Context: an optimization exercise on an open-source flow, tuned for small area. The choices shown serve that exercise and are no tape-out recipe. For this run, only the layout was checked, not whether the RTL still works. Power and IR drop assume default switching activity.

===== flow/config.mk =====
export PLATFORM = sky130hd
export DESIGN_NAME = pcie_irq
export DESIGN_NICKNAME = pcie_irq
export VERILOG_FILES = /design/flow/design.v
export SDC_FILE = /design/flow/constraint.sdc
export NUM_CORES = 4
export LEC_CHECK = 0
export CAP_MARGIN = 20
export CORE_MARGIN = 2
export CORE_UTILIZATION = 40
export SLEW_MARGIN = 20

===== flow/design.v =====
module msix_table_ram
(
    input             clock0,
    input             wren_a,
    input      [4:0]  address_a,
    input      [31:0] data_a,
    output reg [31:0] q_a,
    input      [4:0]  address_b,
    output reg [31:0] q_b
);
reg    [31:0]         mem [0:31];
reg    [4:0]          address_a_reg;
reg    [4:0]          address_b_reg;
reg    [31:0]         data_a_reg;
reg                   wren_a_reg;
always @(posedge clock0)
begin
   address_a_reg <= address_a;
   address_b_reg <= address_b;
   data_a_reg    <= data_a;
   wren_a_reg    <= wren_a;
   if(wren_a_reg)
     mem[address_a_reg] <= data_a_reg;
   q_a <= wren_a_reg ? data_a_reg : mem[address_a_reg];
   q_b <= mem[address_b_reg];
end
endmodule
module msix_struct
(
    input             Clk_i,              
    input             Rstn_i,          
    input             MsixStructSChipSelect_i,    
    input   [13:0]    MsixStructSAddress_i,        
    input   [3:0]     MsixStructSByteEnable_i,    
    input             MsixStructSRead_i,          
    output  [31:0]    MsixStructSReadData_o,      
    input             MsixStructSWrite_i,         
    input   [31:0]    MsixStructSWriteData_i,     
    output            MsixStructSWaitRequest_o,  
    input   [4:0]     TableReadAddress_i,
    output  [31:0]    TableReadData_o,
    input   [3:0]     SetPba_i,
    input   [3:0]     ClearPba_i,
    output  [3:0]     PbaData_o
);
localparam MSIX_STRUCT_IDLE      = 6'h00;
localparam MSIX_STRUCT_PIPE      = 6'h03;
localparam MSIX_STRUCT_READ      = 6'h05;
localparam MSIX_STRUCT_READ_WAIT = 6'h09;
localparam MSIX_STRUCT_READ_ACK  = 6'h11;
localparam MSIX_STRUCT_WRITE_ACK = 6'h21;
wire   [4:0]          avalon_ram_addr;         
reg    [13:0]         msix_address_reg;
reg    [5:0]          msix_struct_state;
reg    [5:0]          msix_struct_nxtstate;
wire                  msix_read_data_valid;
wire                  msix_read;
wire                  msix_read_ack;
wire                  msix_write_ack;
wire                  msix_ack;
wire                  msix_table_hit;
wire                  msix_pba_hit;
reg                   msix_table_read_reg2;
reg                   msix_table_read_reg1;
wire   [31:0]         msix_read_data;
wire   [31:0]         avalon_table_q;
reg    [3:0]          pba_reg;
wire                  ram_write;
wire                  msix_table_rd_valid;
wire                  msix_pba_rd_valid;
always @(posedge Clk_i or negedge Rstn_i)
begin
   if(~Rstn_i)
     msix_address_reg <= 14'h0;
   else if((MsixStructSRead_i | MsixStructSWrite_i) & MsixStructSChipSelect_i)
     msix_address_reg <= MsixStructSAddress_i;
end
assign avalon_ram_addr = msix_address_reg[6:2]; 
always @(posedge Clk_i or negedge Rstn_i)
begin
  if(~Rstn_i)
     msix_struct_state <= MSIX_STRUCT_IDLE;
  else
     msix_struct_state <= msix_struct_nxtstate;
end
always @*
begin
   case (msix_struct_state)
      MSIX_STRUCT_IDLE :
        if(MsixStructSChipSelect_i & (MsixStructSRead_i | MsixStructSWrite_i))
          msix_struct_nxtstate <= MSIX_STRUCT_PIPE;
        else
          msix_struct_nxtstate <= MSIX_STRUCT_IDLE;
      MSIX_STRUCT_PIPE :
         if(MsixStructSRead_i)
            msix_struct_nxtstate <= MSIX_STRUCT_READ;
         else if(MsixStructSWrite_i)
            msix_struct_nxtstate <= MSIX_STRUCT_WRITE_ACK;
         else
            msix_struct_nxtstate <= MSIX_STRUCT_IDLE;
      MSIX_STRUCT_READ, MSIX_STRUCT_READ_WAIT :
         if(msix_read_data_valid)
            msix_struct_nxtstate <= MSIX_STRUCT_READ_ACK;
         else 
            msix_struct_nxtstate <= MSIX_STRUCT_READ_WAIT; 
      MSIX_STRUCT_READ_ACK, MSIX_STRUCT_WRITE_ACK :
          msix_struct_nxtstate <= MSIX_STRUCT_IDLE;
      default:
          msix_struct_nxtstate <= MSIX_STRUCT_IDLE;
   endcase
end
assign msix_read = msix_struct_state[2];
assign msix_read_ack = msix_struct_state[4];
assign msix_write_ack = msix_struct_state[5];
assign msix_ack = msix_read_ack | msix_write_ack;
assign msix_table_hit = ~msix_address_reg[13];  
assign msix_pba_hit   =  msix_address_reg[13];  
assign msix_table_rd_valid = msix_table_read_reg2;   
assign msix_pba_rd_valid   = 1'b1;                   
assign msix_read_data_valid = msix_table_hit? msix_table_rd_valid : msix_pba_rd_valid;
assign msix_read_data       = msix_table_hit? avalon_table_q : pba_reg;
always @(posedge Clk_i or negedge Rstn_i)
begin
   if(~Rstn_i)
     begin
      msix_table_read_reg1 <= 1'b0;
      msix_table_read_reg2 <= 1'b0;
     end
   else
     begin
       msix_table_read_reg1 <= msix_read;
       msix_table_read_reg2 <= msix_table_read_reg1;
     end
end
assign MsixStructSWaitRequest_o = ~msix_ack;
assign MsixStructSReadData_o    = (msix_ack)? msix_read_data : 32'h0; 
assign ram_write = msix_write_ack & msix_table_hit;
msix_table_ram   msix_table_ram_component (
        .clock0 (Clk_i),
        .wren_a (ram_write),
        .address_a (avalon_ram_addr),
        .data_a (MsixStructSWriteData_i),
        .q_a (avalon_table_q),
        .address_b (TableReadAddress_i),
        .q_b (TableReadData_o));
generate
  genvar i;
  for(i=0; i< 4; i=i+1)
    begin: PBA_registers
      always @(posedge Clk_i or negedge Rstn_i)
        begin
             if(~Rstn_i)
               pba_reg[i] <= 1'b0;
             else if(SetPba_i[i])
               pba_reg[i] <= 1'b1;
             else if(ClearPba_i[i])
                pba_reg[i] <= 1'b0;
          end
    end
endgenerate
  assign PbaData_o = pba_reg;
endmodule
module msix_trans_gen 
(
    input                                   Clk_i,
    input                                   Rstn_i,
    output                                  MsixMWrite_o,
    output     [63:0]                       MsixMAddress_o,
    output     [31:0]                       MsixMWriteData_o,
    output     [3:0]                        MsixMByteEnable_o,
    input                                   MsixMWaitRequest_i,
    output    [4:0]                         TableReadAddress_o,    
    input     [31:0]                        TableReadData_i,       
    output    [3:0]                         ClearPba_o,    
    output    [3:0]                         SetPba_o,
    input     [3:0]                         PbaData_i,
    input     [3:0]                         Irq_i,   
    input     [81:0]                        MsiIntfc_i,
    input     [15:0]                        MsixIntfc_i,
    output                                  IntxReq_o
);
localparam            MSIX_IDLE           = 6'h00;
localparam            MSIX_PIPE           = 6'h03;
localparam            MSIX_READ_TABLE     = 6'h05;  
localparam            MSIX_CHECK_MASK     = 6'h09;  
localparam            MSIX_MSIXWR         = 6'h11;
localparam            MSIX_MSIWR          = 6'h21;
localparam            ARB_IDLE            = 5'h00;
localparam            ARB_GRANT_0         = 5'h03; 
localparam            ARB_GRANT_1         = 5'h05;  
localparam            ARB_GRANT_2         = 5'h09;     
localparam            ARB_GRANT_3         = 5'h11;  
wire                  msix_mode;     
wire                  msi_mode;
wire                  intx_mode;
wire                  master_enable;
wire                  msix_enable;
wire                  msi_enable;       
wire                  vector_masked;
reg    [5:0]          msix_state;
reg    [5:0]          msix_nxt_state;
reg    [4:0]          arb_nxt_state;
reg    [4:0]          arb_state;
wire   [3:0]          msix_grant;
wire                  msix_sm_idle;
wire                  msix_sm_read_table;
wire                  msix_sm_pipe;
wire                  msix_sm_msiwr;
wire                  msix_sm_msixwr;
wire   [63:0]         msix_address;
wire   [31:0]         msix_data;
wire   [63:0]         msi_address;
wire   [15:0]         msi_data;
reg    [1:0]          msi_msg_num;
reg    [4:0]          addr_cntr;
reg    [2:0]          delay_cntr;
reg    [127:0]        msix_entry_reg;
wire                  irq_change;
reg    [3:0]         irq_reg;
wire   [3:0]         irq_rise;
assign msi_enable       = MsiIntfc_i[80];
assign master_enable    = MsiIntfc_i[81];  
assign msix_enable      = MsixIntfc_i[15];
assign msix_mode =  msix_enable & ~msi_enable;
assign msi_mode  =  ~msix_enable & msi_enable;
assign intx_mode =  ~msix_enable & ~msi_enable;
assign IntxReq_o = |irq_reg & intx_mode ;
always @(posedge Clk_i or negedge Rstn_i)
 begin
    if(~Rstn_i)
       irq_reg <= 4'h0;
    else
       irq_reg <= Irq_i;   
 end
assign irq_change = irq_reg != Irq_i;
always @(posedge Clk_i or negedge Rstn_i)
 begin
    if(~Rstn_i)
       msix_state <= 6'h0;
    else
       msix_state <= msix_nxt_state;   
 end
always @*
begin
    case(msix_state)
       MSIX_IDLE :
          if(|PbaData_i[3:0] & master_enable & msix_mode)
             msix_nxt_state <= MSIX_PIPE;
          else if(msi_mode & irq_change & |Irq_i)
            msix_nxt_state <= MSIX_MSIWR;
          else
             msix_nxt_state <= MSIX_IDLE;
       MSIX_PIPE :
          msix_nxt_state <= MSIX_READ_TABLE;
       MSIX_READ_TABLE :
          if(delay_cntr == 6)   
             msix_nxt_state <= MSIX_CHECK_MASK;
          else
             msix_nxt_state <= MSIX_READ_TABLE;  
       MSIX_CHECK_MASK :
          if(vector_masked)
             msix_nxt_state <= MSIX_IDLE;
          else
             msix_nxt_state <= MSIX_MSIXWR;
       MSIX_MSIXWR :
          if(~MsixMWaitRequest_i)
             msix_nxt_state <= MSIX_IDLE;
          else
             msix_nxt_state <= MSIX_MSIXWR;
       MSIX_MSIWR :
          if(~MsixMWaitRequest_i)
             msix_nxt_state <= MSIX_IDLE;
          else
             msix_nxt_state <= MSIX_MSIWR;
       default:
          msix_nxt_state <= MSIX_IDLE;
    endcase
end 
assign   msix_sm_idle          = ~msix_state[0];
assign   msix_sm_read_table    = msix_state[2];
assign   msix_sm_pipe          = msix_state[1];
assign   msix_sm_msiwr         =   msix_state[5];
assign   msix_sm_msixwr        = msix_state[4];
always @(posedge Clk_i or negedge Rstn_i)
begin
  if(~Rstn_i)
     arb_state <= 5'h0;
  else
     arb_state <= arb_nxt_state;   
end
always @*
begin
  case(arb_state)
    ARB_IDLE :
       if(PbaData_i[0] & msix_sm_idle)
          arb_nxt_state <= ARB_GRANT_0;
       else if(PbaData_i[1] & msix_sm_idle)
         arb_nxt_state <= ARB_GRANT_1;
       else if(PbaData_i[2] & msix_sm_idle)
         arb_nxt_state <= ARB_GRANT_2;
       else if(PbaData_i[3] & msix_sm_idle)
         arb_nxt_state <= ARB_GRANT_3;
       else
          arb_nxt_state <= ARB_IDLE;
    ARB_GRANT_0 :
       if(PbaData_i[1] & msix_sm_idle)
         arb_nxt_state <= ARB_GRANT_1;
       else if(PbaData_i[2] & msix_sm_idle)
         arb_nxt_state <= ARB_GRANT_2;
       else if(PbaData_i[3] & msix_sm_idle)
         arb_nxt_state <= ARB_GRANT_3;
       else if(msix_sm_idle)
          arb_nxt_state <= ARB_IDLE;
       else
          arb_nxt_state <= ARB_GRANT_0;
    ARB_GRANT_1 :
       if(PbaData_i[2] & msix_sm_idle)
         arb_nxt_state <= ARB_GRANT_2;
       else if(PbaData_i[3] & msix_sm_idle)
         arb_nxt_state <= ARB_GRANT_3;
       else if(msix_sm_idle)
          arb_nxt_state <= ARB_IDLE;
       else
          arb_nxt_state <= ARB_GRANT_1;         
    ARB_GRANT_2 :
       if(PbaData_i[3] & msix_sm_idle)
         arb_nxt_state <= ARB_GRANT_3;
       else if(PbaData_i[1] & msix_sm_idle)
         arb_nxt_state <= ARB_GRANT_1;
       else if(msix_sm_idle)
          arb_nxt_state <= ARB_IDLE;
       else
          arb_nxt_state <= ARB_GRANT_2;         
    ARB_GRANT_3 :
       if(PbaData_i[1] & msix_sm_idle)
         arb_nxt_state <= ARB_GRANT_1;
       else if(PbaData_i[2] & msix_sm_idle)
         arb_nxt_state <= ARB_GRANT_2;
       else if(msix_sm_idle)
          arb_nxt_state <= ARB_IDLE;
       else
          arb_nxt_state <= ARB_GRANT_3;         
    default:
       arb_nxt_state <= ARB_IDLE;
  endcase
end
assign msix_grant[3:0] = arb_state[4:1];
always @ (posedge Clk_i or negedge Rstn_i)
begin
  if(~Rstn_i)
    addr_cntr <= 5'h0;
  else if(msix_sm_pipe)    
    case (msix_grant)
       4'b0010 :    addr_cntr <= 5'h4;
       4'b0100 :    addr_cntr <= 5'h08;
       4'b1000 :    addr_cntr <= 5'hC;
       default :    addr_cntr <= 5'h0;
    endcase
  else if(msix_sm_read_table)
    addr_cntr <= addr_cntr + 1;
end
always @ (posedge Clk_i or negedge Rstn_i)
begin
  if(~Rstn_i)
     delay_cntr <= 3'h0;
  else if(msix_sm_idle)   
     delay_cntr <= 3'h0;
  else if(msix_sm_read_table)
     delay_cntr <= delay_cntr + 1;
end
generate
  genvar i;
  for(i=0; i< 4; i=i+1)
  begin : TABLE_ENTRY
    always@ (posedge Clk_i or negedge Rstn_i)
    begin
       if(~Rstn_i)
          msix_entry_reg[((i+1)*32)-1:i*32] <= 32'h0;
       else if(delay_cntr == (i + 2))   
          msix_entry_reg[((i+1)*32)-1:i*32] <= TableReadData_i;
    end
  end
endgenerate
assign vector_masked = msix_entry_reg[96];
assign irq_rise[0]              = ~irq_reg[0] & Irq_i[0];
assign ClearPba_o[0]            = (msix_sm_msixwr & ~MsixMWaitRequest_i & msix_grant[0]);
assign SetPba_o[0]              = irq_rise[0] & msix_mode;
assign irq_rise[1]              = ~irq_reg[1] & Irq_i[1];
assign ClearPba_o[1]            = (msix_sm_msixwr & ~MsixMWaitRequest_i & msix_grant[1]);
assign SetPba_o[1]              = irq_rise[1] & msix_mode;
assign irq_rise[2]              = ~irq_reg[2] & Irq_i[2];
assign ClearPba_o[2]            = (msix_sm_msixwr & ~MsixMWaitRequest_i & msix_grant[2]);
assign SetPba_o[2]              = irq_rise[2] & msix_mode;
assign irq_rise[3]              = ~irq_reg[3] & Irq_i[3];
assign ClearPba_o[3]            = (msix_sm_msixwr & ~MsixMWaitRequest_i & msix_grant[3]);
assign SetPba_o[3]              = irq_rise[3] & msix_mode;
always @*   
begin
   case(Irq_i)
     4'b0010 : msi_msg_num <= 2'b01;      
     4'b0100 : msi_msg_num <= 2'b10;
     4'b1000 : msi_msg_num <= 2'b11;   
     default :   msi_msg_num <= 2'b00;
   endcase
end
assign TableReadAddress_o = addr_cntr[4:0];
assign msix_address      = msix_entry_reg[63:0];
assign msi_address      = MsiIntfc_i[63:0];        
assign msix_data         = msix_entry_reg[95:64];
assign msi_data          = MsiIntfc_i[79:64];
assign MsixMWrite_o      = (msix_sm_msixwr | msix_sm_msiwr);
assign MsixMAddress_o    = msix_mode? msix_address : msi_address;
assign MsixMWriteData_o  = msix_mode? msix_data : {16'b0, msi_data};
assign MsixMByteEnable_o = (msix_sm_msixwr | msix_sm_msiwr)? 4'b1111 : 4'b0000;
endmodule
module irq_bridge
(
    clk,
    read,
    rst_n,
    readdata,
    irq_i
);
  input            clk;
  input            read;
  input            rst_n;
  output reg [31:0] readdata;
  input     [31:0]  irq_i;
  always @(posedge clk) begin
    if (read) begin
      readdata <= irq_i;
    end
  end
endmodule
module irq_ena
(
   input         clk,
   input         resetn,
   input  [31:0] irq,
   input  [31:0] slave_writedata,
   input  	     slave_read,
   input         slave_write,
   input  [3:0]  slave_byteenable,
   output [31:0] slave_readdata,
   output        slave_waitrequest,
   output [31:0] irq_out
);
reg [31:0] ena_state;
always@(posedge clk or negedge resetn)
  if (!resetn)
    ena_state <= 32'hF;
  else if (slave_write)
    ena_state <= slave_writedata;
assign irq_out = irq & ena_state;
assign slave_waitrequest = 1'b0;
assign slave_readdata = ena_state;
endmodule
module pcie_irq 
(
   input            Clk_i,              
   input            Rstn_i,          
   input            MsixStructSChipSelect_i,    
   input   [13:0]   MsixStructSAddress_i,        
   input   [3:0]    MsixStructSByteEnable_i,    
   input            MsixStructSRead_i,          
   output  [31:0]   MsixStructSReadData_o,      
   input            MsixStructSWrite_i,         
   input   [31:0]   MsixStructSWriteData_i,     
   output           MsixStructSWaitRequest_o,  
   output           MsixMWrite_o,
   output  [63:0]   MsixMAddress_o,
   output  [31:0]   MsixMWriteData_o,
   output  [3:0]    MsixMByteEnable_o,
   input            MsixMWaitRequest_i,      
   input   [31:0]   Irq_i,                           
   input   [81:0]   MsiIntfc_i,
   input   [15:0]   MsixIntfc_i,
   output           IntxReq_o,
   input            IrqRead_i,          
   output  [31:0]   IrqReadData_o,
  input    [31:0]   MaskWritedata_i,
  input             MaskRead_i,
  input             MaskWrite_i,
  input    [3:0]    MaskByteenable_i,
  output   [31:0]   MaskReaddata_o,
  output            MaskWaitrequest_o
);
   wire    [31:0]   table_read_data;                              
   wire    [3:0]    pba_clear;                          
   wire    [3:0]    pba_set;                         
   wire    [3:0]    pba_q;
   wire    [4:0]    table_read_address;
   wire    [31:0]   Irq_masked;
msix_struct msix_structure
(
     .Clk_i(Clk_i),            
     .Rstn_i(Rstn_i),                                        
     .MsixStructSChipSelect_i(MsixStructSChipSelect_i),                       
     .MsixStructSAddress_i(MsixStructSAddress_i),         
     .MsixStructSByteEnable_i(MsixStructSByteEnable_i),                       
     .MsixStructSRead_i(MsixStructSRead_i),                             
     .MsixStructSReadData_o(MsixStructSReadData_o),                                  
     .MsixStructSWrite_i(MsixStructSWrite_i),                            
     .MsixStructSWriteData_i(MsixStructSWriteData_i),                           
     .MsixStructSWaitRequest_o(MsixStructSWaitRequest_o),                         
     .TableReadAddress_i(table_read_address),                            
     .TableReadData_o(table_read_data),                               
     .SetPba_i(pba_set),                                   
     .ClearPba_i(pba_clear),                               
     .PbaData_o(pba_q)   
);
msix_trans_gen irq_gen
(
     .Clk_i(Clk_i),
     .Rstn_i(Rstn_i),
     .MsixMWrite_o(MsixMWrite_o),
     .MsixMAddress_o(MsixMAddress_o),
     .MsixMWriteData_o(MsixMWriteData_o),
     .MsixMByteEnable_o(MsixMByteEnable_o),
     .MsixMWaitRequest_i(MsixMWaitRequest_i),
     .TableReadAddress_o(table_read_address),    
     .TableReadData_i(table_read_data),       
     .SetPba_o(pba_set),    
     .ClearPba_o(pba_clear),
     .PbaData_i(pba_q),
     .Irq_i(Irq_masked[3:0]),   
     .MsiIntfc_i(MsiIntfc_i),
     .MsixIntfc_i(MsixIntfc_i),
     .IntxReq_o(IntxReq_o)
);               
irq_bridge irq_ports
(
    .clk(Clk_i),
    .read(IrqRead_i),
    .rst_n(Rstn_i),
    .readdata(IrqReadData_o),
    .irq_i(Irq_masked)
);
irq_ena irq_enable_mask
(
    .clk(Clk_i),
    .resetn(Rstn_i),
    .irq(Irq_i),
    .slave_writedata(MaskWritedata_i),
    .slave_read(MaskRead_i),
    .slave_write(MaskWrite_i),
    .slave_byteenable(MaskByteenable_i),
    .slave_readdata(MaskReaddata_o),
    .slave_waitrequest(MaskWaitrequest_o),
    .irq_out(Irq_masked)
);
endmodule              

===== flow/constraint.sdc =====
create_clock -name core_clock -period 10.0 [get_ports {Clk_i}]
set_input_delay 2.0000 -clock core_clock [delete_from_list [all_inputs] [get_ports {Clk_i}]]
set_output_delay 2.0000 -clock core_clock [all_outputs]
set_load 0.01 [all_outputs]

===== flow/run.sh =====
#!/bin/bash
# synth_recipe.tcl (not shown) runs the flow's synth.tcl, then flattens the netlist and writes it again
# the make line also repeats each setting of config.mk as NAME=value (left out here)
make -C /OpenROAD-flow-scripts/flow DESIGN_CONFIG=/design/flow/config.mk WORK_HOME=/design/flow/orfs CLKGATE_MAP_FILE= SYNTH_SCRIPT=/design/flow/synth_recipe.tcl finish

==> run summary <==
## cell type report
cell class | count | area, µm²
well taps | 1903 | 2381
clock buffers | 222 | 4310
inverters | 69 | 259.0
clock inverters | 42 | 289.0
diodes | 2 | 5.005
multi-input cells | 1366 | 19170
flip-flops and latches | 1306 | 37600
fillers | 11930 | 74850
repair buffers | 451 | 4443
## through the flow
| stage | total power (µW) | cell area [µm²] |
|---|---|---|
| after CTS | 14370 | 68450 |
| after global placement | 9210 | 63850 |
| final | 14210 | 68460 |
| after floorplan | 8290 | 57690 |
| after global routing | 14750 | 68460 |
| after detailed placement | 9209 | 63850 |
## how the worst min path moves through the flow
stage,startpoint,endpoint,depth (start not counted)
detailed placement,msix_structure.msix_table_read_reg1$_DFF_PN0_,msix_structure.msix_table_read_reg2$_DFF_PN0_,0
global placement,msix_structure.msix_table_read_reg1$_DFF_PN0_,msix_structure.msix_table_read_reg2$_DFF_PN0_,0
CTS,msix_structure.msix_table_read_reg1$_DFF_PN0_,msix_structure.msix_table_read_reg2$_DFF_PN0_,0
finish,msix_structure.msix_table_read_reg1$_DFF_PN0_,msix_structure.msix_table_read_reg2$_DFF_PN0_,0
global route,msix_structure.msix_table_read_reg1$_DFF_PN0_,msix_structure.msix_table_read_reg2$_DFF_PN0_,0
floorplan,msix_structure.msix_table_read_reg1$_DFF_PN0_,msix_structure.msix_table_read_reg2$_DFF_PN0_,0
## critical path, cell delays in order, from the launching register on
cell and delay [ps]:
sky130_fd_sc_hd__dfxtp_4 910, sky130_fd_sc_hd__buf_4 840, sky130_fd_sc_hd__nor2b_1 450, sky130_fd_sc_hd__a21oi_1 240
sky130_fd_sc_hd__a221oi_1 120, sky130_fd_sc_hd__o41ai_1 790, sky130_fd_sc_hd__clkdlybuf4s50_1 690
## Yosys cell counts, drive strengths merged (3+ instances only)
library cell and count:
edfxtp 1056, mux4 616, nand2 259, mux2 171, dfrtp 166, buf 101
clkbuf 101, dfxtp 80, inv 69, nor2 55, and2 51, mux2i 31
o22ai 29, nor2b 16, a21oi 14, ha 10, nand3 10, a211oi 9
a22oi 9, a221oi 8, o21ai 8, nand3b 7, nor3 6, xor2 5
dfstp 4, nand2b 4, nor4 4, o41ai 4, a22o 3, nand4 3
nor3b 3, or2 3, or3 3, or3b 3, xnor2 3
## report_power, final
group,internal [µW],switching (µW),total [µW]
sequential,6060,380,6440
combinational,1460,1160,2610
clock,3040,2120,5160
## kinds of logic after synthesis
group,count (synthesis)
fa+ha+maj,10
simple gates,434
mux,818
compound gates,95
other cells,1
buf+inv,271
flops,1306
xor+xnor,8
## per-layer routing
layer	track usage, %	up-vias
met5	0	-
met4	7.429	4
met2	38.05	1251
met3	3.647	254
met1	29.54	16700
li1	-	12940
==> run summary <==
final RePlAce weighted congestion 0.7805; setup repair after global routing missed its margin no; critical-path maximum fanout between 50 and 60; Total Wirelength between 150 and 200 mm; required arrival time at the worst endpoint roughly 8000 ps; initial antenna violation count 8; met2 layer wire length in the routed design around 83 mm; Resize count post-CTS 0; post-route met1 wirelength roughly 66 mm; Hold Slack around 350 ps; detail-routed via count per cell between 5 and 6; post-synthesis cell type with the largest combined area sky130_fd_sc_hd__edfxtp_1; most common cell after layout, fill and taps aside sky130_fd_sc_hd__edfxtp_1; data arrival time at the worst-slack endpoint around 4800 ps; share of cell area taken by muxes after synthesis between 20% and 30%; capturing point of the worst reg2reg path msix_structure.msix_table_ram_component.q_b[24]$_DFF_P_; Final TNS setup 0 ps; CTS tree built; final setup fails 0; transition time of the tightest slew-check pin ~1100 ps; antenna-violating nets left 0; horizontal extent of the die 383.8 µm; clk root buf sky130_fd_sc_hd__clkbuf_16; final number of max-transition violations 0; Crit. End Element output port; largest family of logic cells by synthesized area multiplexers; part of the Yosys area used for sequential elements ~65%; DPL Wire Length 91.70 mm; fraction of final layout cells sized beyond drive strength 1 about a third; Period Utilization, post-route between 60% and 70%; flip-flop count of the largest register after layout approximately 1000; overall routing resource usage roughly 22%; detailed-routing iteration count for the pre-antenna-repair pass 6; initial standard-cell utilization of the core roughly two fifths; sum of overflow across all layers after global routing 0; top layer used by detailed routing met5; Sinks on Clock Net ~1300; post-CTS setup buffer count 0; endpoints failing hold 0; class of the most critical setup path flip-flop to output port; total number of vias between 30000 and 40000; final worst slack approximately 3200 ps; Gate Count Post-Synth just under 3000; number of distinct library cells after synthesis 52; Setup Skew around 22 ps; final-stage net count between 3000 and 4000; via count of the first global-routing pass about 32000; cell depth of the worst flop-to-flop path 5; Lkg Pwr between 0.02 and 0.025 µW; Post-Route Utilization 47.77%; shortest period the worst path allows between 6000 and 7000 ps; total clock buffers created by CTS 143; Routed met3 length between 10 and 15 mm; net count after synthesis 3178; Die Area 0.1473 mm²; Critical Path Sink MsixStructSReadData_o[2]; synthesized-area fraction occupied by ao, oa, aoi and oai cells about 1.1%; Worst-Skew Late Latency roughly 760 ps; First DRT Iteration DRCs 2758; top library cells by usage in the layout, fill and taps aside sky130_fd_sc_hd__edfxtp_1 (1056), sky130_fd_sc_hd__mux4_2 (616), sky130_fd_sc_hd__clkdlybuf4s50_1 (390); run status finished clean; total of hold buffers inserted after clock tree synthesis 0; post-synthesis instance area just under 0.06 mm²; Peak Freq roughly 150 MHz; vertical die dimension about 380 µm; placeable core region around 0.14 mm²; H-tree depth 4; post-synthesis register bit count between 1000 and 1500; placed cell count 5095; xor and xnor fraction of the mapped netlist area less than 1%; buffers added on ports 391; wire length per cell just over 30 µm; highest ir drop seen on vdd about 0.18 mV; dpl ws ~3300 ps; register-to-register setup slack 5890 ps; areal power density over the cells roughly 210 mW/mm²; maximum number of pins on one net before global-route repair 129; synth top area cells sky130_fd_sc_hd__edfxtp_1 (55%), sky130_fd_sc_hd__mux4_2 (24%), sky130_fd_sc_hd__dfrtp_1 (7.2%); Synth Area in Adders 0.2169%; Ports about 430; Clock transition at path regs 60 ps; non-filler cells in the finished layout 5361; Area growth syn-to-layout 18.67%; number of core rows 139; primary flip-flop cell chosen by synthesis mapping sky130_fd_sc_hd__edfxtp_1; Synth top area share ~55%; Remaining DRCs 0; post-synthesis simple-gate area fraction approximately 3.4%; count of flip-flops with a built-in enable after synthesis ~1100; worst min-delay path class flip-flop to flip-flop; syn_area_per_cell 19.60 µm²; Worst setup SP type flip-flop; clk buf depth 3; Yosys warnings 5; remaining max-slew budget at the tightest pin roughly a quarter; global-route wire length before repair between 200 and 250 mm; max capacitance violation total 0; Async S/R FF share, synth 13.02%

what the ideal ports hide:
The flow's constraints put no driver on any port. The routed layout listed below was extracted and timed again, unchanged, in two steps. Step 1 sets driving cells, clkbuf_16 on the clock port and buf_2 on the other inputs (assumed; they add their load-dependent delay and slew). Step 2, shift: input delay + t, output delay - t, t = (earliest + latest rising clock arrival at the registers) / 2. This alone moves slack from input paths to output paths. a / b / c = ideal / step 1 / step 2; a / b = the first two.
t (ns): 0.825
slack for setup (ns): 3.160 / 3.083 / 3.312
worst setup path at the end: input to output
worst register clock-pin slew, ns: 0.06 / 0.06
After both steps this run still meets setup and hold. The setup slack of this run moves by -0.077 ns with the drivers and by +0.152 ns with both steps.
